What follows belongs to an exercise in optimizing a design on an open flow for small area and few clock cycles per item; a production flow would make more cautious choices. Function was checked by simulation only, so behaviour that the tests miss may differ from the original. Power figures rest on the tool's default switching activity, not on a simulated workload.

==> inputs of run M <==
// pipeline_division
module pipeline_division #(
  parameter int DIVINDED_WIDTH = 32,
  parameter int DIVISOR_WIDTH  = 32
)(
  input                           clk_i,
  input                           rst_i,
  input  [DIVINDED_WIDTH - 1 : 0] divinded_i,
  input  [DIVISOR_WIDTH - 1 : 0]  divisor_i,
  input                           valid_i,
  output                          ready_o,
  output [DIVINDED_WIDTH - 1 : 0] quotient_o,
  output [DIVISOR_WIDTH - 1 : 0]  reminder_o,
  output                          valid_o,
  input                           ready_i
);
logic [5:0] rem_0, rem_0_d;
logic [31:0] sh_0, sh_0_d;
logic [31:0] dv_0;
logic [9:0] rem_1, rem_1_d;
logic [31:0] sh_1, sh_1_d;
logic [31:0] dv_1;
logic [12:0] rem_2, rem_2_d;
logic [31:0] sh_2, sh_2_d;
logic [31:0] dv_2;
logic [15:0] rem_3, rem_3_d;
logic [31:0] sh_3, sh_3_d;
logic [31:0] dv_3;
logic [17:0] rem_4, rem_4_d;
logic [31:0] sh_4, sh_4_d;
logic [31:0] dv_4;
logic [19:0] rem_5, rem_5_d;
logic [31:0] sh_5, sh_5_d;
logic [31:0] dv_5;
logic [21:0] rem_6, rem_6_d;
logic [31:0] sh_6, sh_6_d;
logic [31:0] dv_6;
logic [23:0] rem_7, rem_7_d;
logic [31:0] sh_7, sh_7_d;
logic [31:0] dv_7;
logic [25:0] rem_8, rem_8_d;
logic [31:0] sh_8, sh_8_d;
logic [31:0] dv_8;
logic [27:0] rem_9, rem_9_d;
logic [31:0] sh_9, sh_9_d;
logic [31:0] dv_9;
logic [29:0] rem_10, rem_10_d;
logic [31:0] sh_10, sh_10_d;
logic [31:0] dv_10;
logic [31:0] rem_11, rem_11_d;
logic [31:0] sh_11, sh_11_d;
logic [31:0] dv_11;
logic [11:0] vld;
assign ready_o = !vld[11] || ready_i;
assign valid_o = vld[11];
always_ff @( posedge clk_i, posedge rst_i )
  if( rst_i )
    vld <= 12'( 0 );
  else
    if( ready_o )
      vld <= { vld[10:0], valid_i };
pipeline_division_steps_1_6 u_steps_0 ( .sh_i( divinded_i ), .dv_i( divisor_i ), .rem_o( rem_0_d ), .sh_o( sh_0_d ) );
always_ff @( posedge clk_i )
  if( ready_o )
    begin
      rem_0 <= rem_0_d;
      sh_0  <= sh_0_d;
      dv_0  <= divisor_i;
    end
pipeline_division_steps_7_10 u_steps_1 ( .rem_i( rem_0 ), .sh_i( sh_0 ), .dv_i( dv_0 ), .rem_o( rem_1_d ), .sh_o( sh_1_d ) );
always_ff @( posedge clk_i )
  if( ready_o )
    begin
      rem_1 <= rem_1_d;
      sh_1  <= sh_1_d;
      dv_1  <= dv_0;
    end
pipeline_division_steps_11_13 u_steps_2 ( .rem_i( rem_1 ), .sh_i( sh_1 ), .dv_i( dv_1 ), .rem_o( rem_2_d ), .sh_o( sh_2_d ) );
always_ff @( posedge clk_i )
  if( ready_o )
    begin
  ...
export LEC_CHECK = 0
export ABC_AREA = 1
export CAP_MARGIN = 20
export CORE_MARGIN = 2
export CORE_UTILIZATION = 65
export CTS_BUF_LIST = sky130_fd_sc_hd__clkbuf_8
export CTS_CLUSTER_SIZE = 20
export GPL_TIMING_DRIVEN = 0
export PLACE_DENSITY = 0.75
export SLEW_MARGIN = 20
export SYNTH_HIERARCHICAL = 1
create_clock -name core_clock -period 5.0 [get_ports {clk_i}]
run.sh (not shown) runs the stock make flow with config.mk's settings and CLKGATE_MAP_FILE= SYNTH_SCRIPT=/design/flow/synth_recipe.tcl, a recipe that flattens the netlist after the stock synthesis.
==> inputs of run R, as changes to run M <==
Settings changed: CORE_UTILIZATION 65 to 70, CTS_CLUSTER_DIAMETER set to 80, CTS_CLUSTER_SIZE 20 to 16, GPL_TIMING_DRIVEN 0 to not set, PLACE_DENSITY 0.75 to 0.8.
==> qor summary <==
                                                                                       run R                    run M
Status                                                               complete, no violations  complete, no violations
Share of final-layout standard cells stronger than drive strength 1                    9.38%                    12.1%
Insertion delay of the later-clocked pin in the worst-skew pair                      0.79 ns                  0.86 ns
RR Startpoint                                                                       dv_2[28]                  dv_0[6]
Max-slew headroom at the worst pin                                                     36.1%                    38.1%
Critical Path End Type                                                              register               output pin
Multi-input logic portion of the cell area                                             40.5%                    39.0%
FMAX                                                                                 214 MHz                  208 MHz
Initial antenna violation count                                                            2                        1
Sequential portion of the cell area                                                    45.3%                    43.4%
Area Overhead vs Synth                                                                 6.29%                    10.9%
Wire length after detailed routing                                           134,000 microns          136,000 microns
Non-CTS buffers                                                                          290                      382
Number of buffers created by CTS                                                          73                      164
Cell depth of the worst flop-to-flop path                                                 31                       37
Clock tree skew after final layout                                                 0.0592 ns                0.0484 ns
Initial Util                                                                           70.9%                    65.4%
GR Util All Layers                                                                     29.5%                    27.6%
Number of cells upsized or downsized after cts                                             0                        1
Clock network power                                                                  4.08 mW                  6.70 mW
Final estimated routing congestion in global placement                                 0.920                    0.910
Time the final worst path needs with I/O delays and setup                            4.67 ns                  4.81 ns
Startpoint class of the critical path                                               register            primary input
Testbench counts of run M, summed over its fixed seeds: cycles 4,048, items 4,000.
Testbench counts of run R, summed over its fixed seeds: cycles 4,048, items 4,000.

* * *

==> inputs of job 9579 <==
Another version of the RTL of pipeline_division (not shown whole).
clock: 5.0 ns
lec_check: 0
abc_area: 1
cap_margin: 20
core_margin: 2
core_utilization: 65
cts_buf_list: sky130_fd_sc_hd__clkbuf_8
cts_cluster_size: 20
place_density: 0.75
slew_margin: 20
==> inputs of job 4043, as changes to job 9579 <==
--- a/flow/config.mk
+++ b/flow/config.mk
@@ -11,4 +11,4 @@
 export CORE_UTILIZATION = 65
-export CTS_BUF_LIST = sky130_fd_sc_hd__clkbuf_8
-export CTS_CLUSTER_SIZE = 20
+export CTS_BUF_LIST = sky130_fd_sc_hd__clkbuf_4
+export CTS_CLUSTER_SIZE = 16
 export PLACE_DENSITY = 0.75
==> summary.txt <==
Synthesized area is the same in job 9579 and job 4043.
Non-clock buffer count is the same in job 4043 and job 9579.
Of job 9579 and job 4043, job 9579 has the higher maximum frequency (gap 2.4%, measured against job 4043).
Final cell count: job 9579 is smaller than job 4043 (2.2%).
Against job 4043, the sequential share of layout area of job 9579 is higher by 0.11 points.
Flip-flop and latch count is the same in job 4043 and job 9579.
Clock skew: job 4043 is higher than job 9579 (64 ps).
In job 9579 the global-route usage is lower than in job 4043, by 0.19 points.
In job 4043 the hold slack is lower than in job 9579, by 230 ps.
Sequential power is about the same in job 9579 and job 4043.
Die area is the same in job 9579 and job 4043.
==> figures <==
quantity	job 9579	job 4043
Result of the run	finished clean	finished clean
Worst vdd rail ir drop	691 uV	682 uV
Post-layout instance area	0.0723 mm2	0.0724 mm2
Detail-routed net length per standard cell	13.9 um	13.8 um
Worst min-delay path class	reg2reg	in2async
Number of buffers created by CTS	193	322
Switching part of the total	0.438	0.437
Maximum root-to-sink buffer count	3	4
Setup repair after global routing missed its margin	no	yes
Clock buffer instance count of the final layout	199	446
Non-Clock Buffer Area Fraction	0.0284	0.0283
Relative contribution of the clock network to total power	0.151	0.153
Global-route wire length before repair	209000 um	211000 um
Peak per-stage delay on the critical path	490 ps	460 ps
Shortest period the worst path allows	4520 ps	4630 ps
Met2 wire length	67700 um	68500 um
Data arrival, critical path	5150 ps	5490 ps
Worst path bufs/invs	0	4
Post-route fraction of the period consumed by the critical path	0.905	0.927
Reported net switching power	23.8 mW	23.8 mW
Worst R2R Start	dv_4[0]	dv_8[3]
Share of cell area taken by flip-flops and latches	0.503	0.502
Number of vias per cell after detailed routing	5.32	5.27
Testbench counts of job 9579, summed over its fixed seeds: cycles 4,060, items 4,000.
Testbench counts of job 4043, summed over its fixed seeds: cycles 4,060, items 4,000.

* * *

==> inputs of v17 <==
RTL: one of the versions met above, not the one the previous note started from.
Settings: LEC_CHECK=0, ABC_AREA=1, CAP_MARGIN=20, CORE_MARGIN=2, CORE_UTILIZATION=65, CTS_BUF_LIST=sky130_fd_sc_hd__clkbuf_8, CTS_CLUSTER_SIZE=20, PLACE_DENSITY=0.75, SLEW_MARGIN=20, SYNTH_HIERARCHICAL=1; clock period 5.0 ns.
==> v22: changes against v17 <==
- CORE_UTILIZATION: 65 -> 75
- PLACE_DENSITY: 0.75 -> 0.85
==> notes <==
Of v17 and v22, v22 has the higher global-route usage (gap 5.7 points). Against v17, the setup slack of v22 is lower by 0.14 ns. Between v17 and v22, the lower worst hold slack is in v22 (gap 0.044 ns). Of v22 and v17, v22 has the higher first-iteration DRC count (gap 17%, measured against v17). Register-to-register slack: v17 is better than v22 (0.14 ns). Utilization: v22 is higher than v17 (10 points). Of v22 and v17, v22 has the higher wire length (gap 7.7%, measured against v17). In v17 the design area is higher than in v22, by about 1%. Of v22 and v17, v17 has the higher clock power (gap about 2%, measured against v17). Against v22, the critical path depth of v17 is lower by 6.
Testbench counts of v17, summed over its fixed seeds: cycles 4,048, items 4,000.
Testbench counts of v22, summed over its fixed seeds: cycles 4,048, items 4,000.

## port drivers added, routing unchanged
No port has a modelled driver above. Below, the same layouts with a new extraction and two added sets of constraints. Step 1 sets driving cells, clkbuf_16 on the clock port and buf_2 on the other inputs (assumed; they add their load-dependent delay and slew). Step 2 adds t to the input delays and takes it off the output delays; t is the mean of the earliest and latest rising clock arrival at the registers after step 1. Input paths then give back, and output paths get back, about the clock's delay inside the block. Slacks: ideal / step 1 / step 2; pairs: ideal / step 1.
| run | t, ns | setup slack, ns | hold WS [ns] | worst data-port slew with drivers (ns) |
|---|---|---|---|---|
| run M | 0.907 | 0.195 / 0.165 / -0.430 | 0.322 / 0.276 / 0.400 | 0.05 |
| run R | 0.824 | 0.332 / 0.332 / -0.173 | 0.405 / 0.405 / 0.405 | 0.06 |
| job 9579 | 0.940 | 0.475 / 0.475 / -0.187 | 0.393 / 0.393 / 0.393 | 0.07 |
| job 4043 | 1.203 | 0.367 / 0.367 / -0.067 | 0.162 / 0.108 / 0.370 | 0.07 |
| v17 | 0.919 | 0.353 / 0.353 / -0.088 | 0.407 / 0.392 / 0.407 | 0.05 |
| v22 | 0.907 | 0.217 / 0.217 / -0.172 | 0.363 / 0.363 / 0.363 | 0.08 |
Met with ideal ports but missed after step 2: setup timing in every run listed. For job 9579, which loses most, drivers alone change the setup slack by 0.000 ns; drivers and shift together by -0.662 ns.
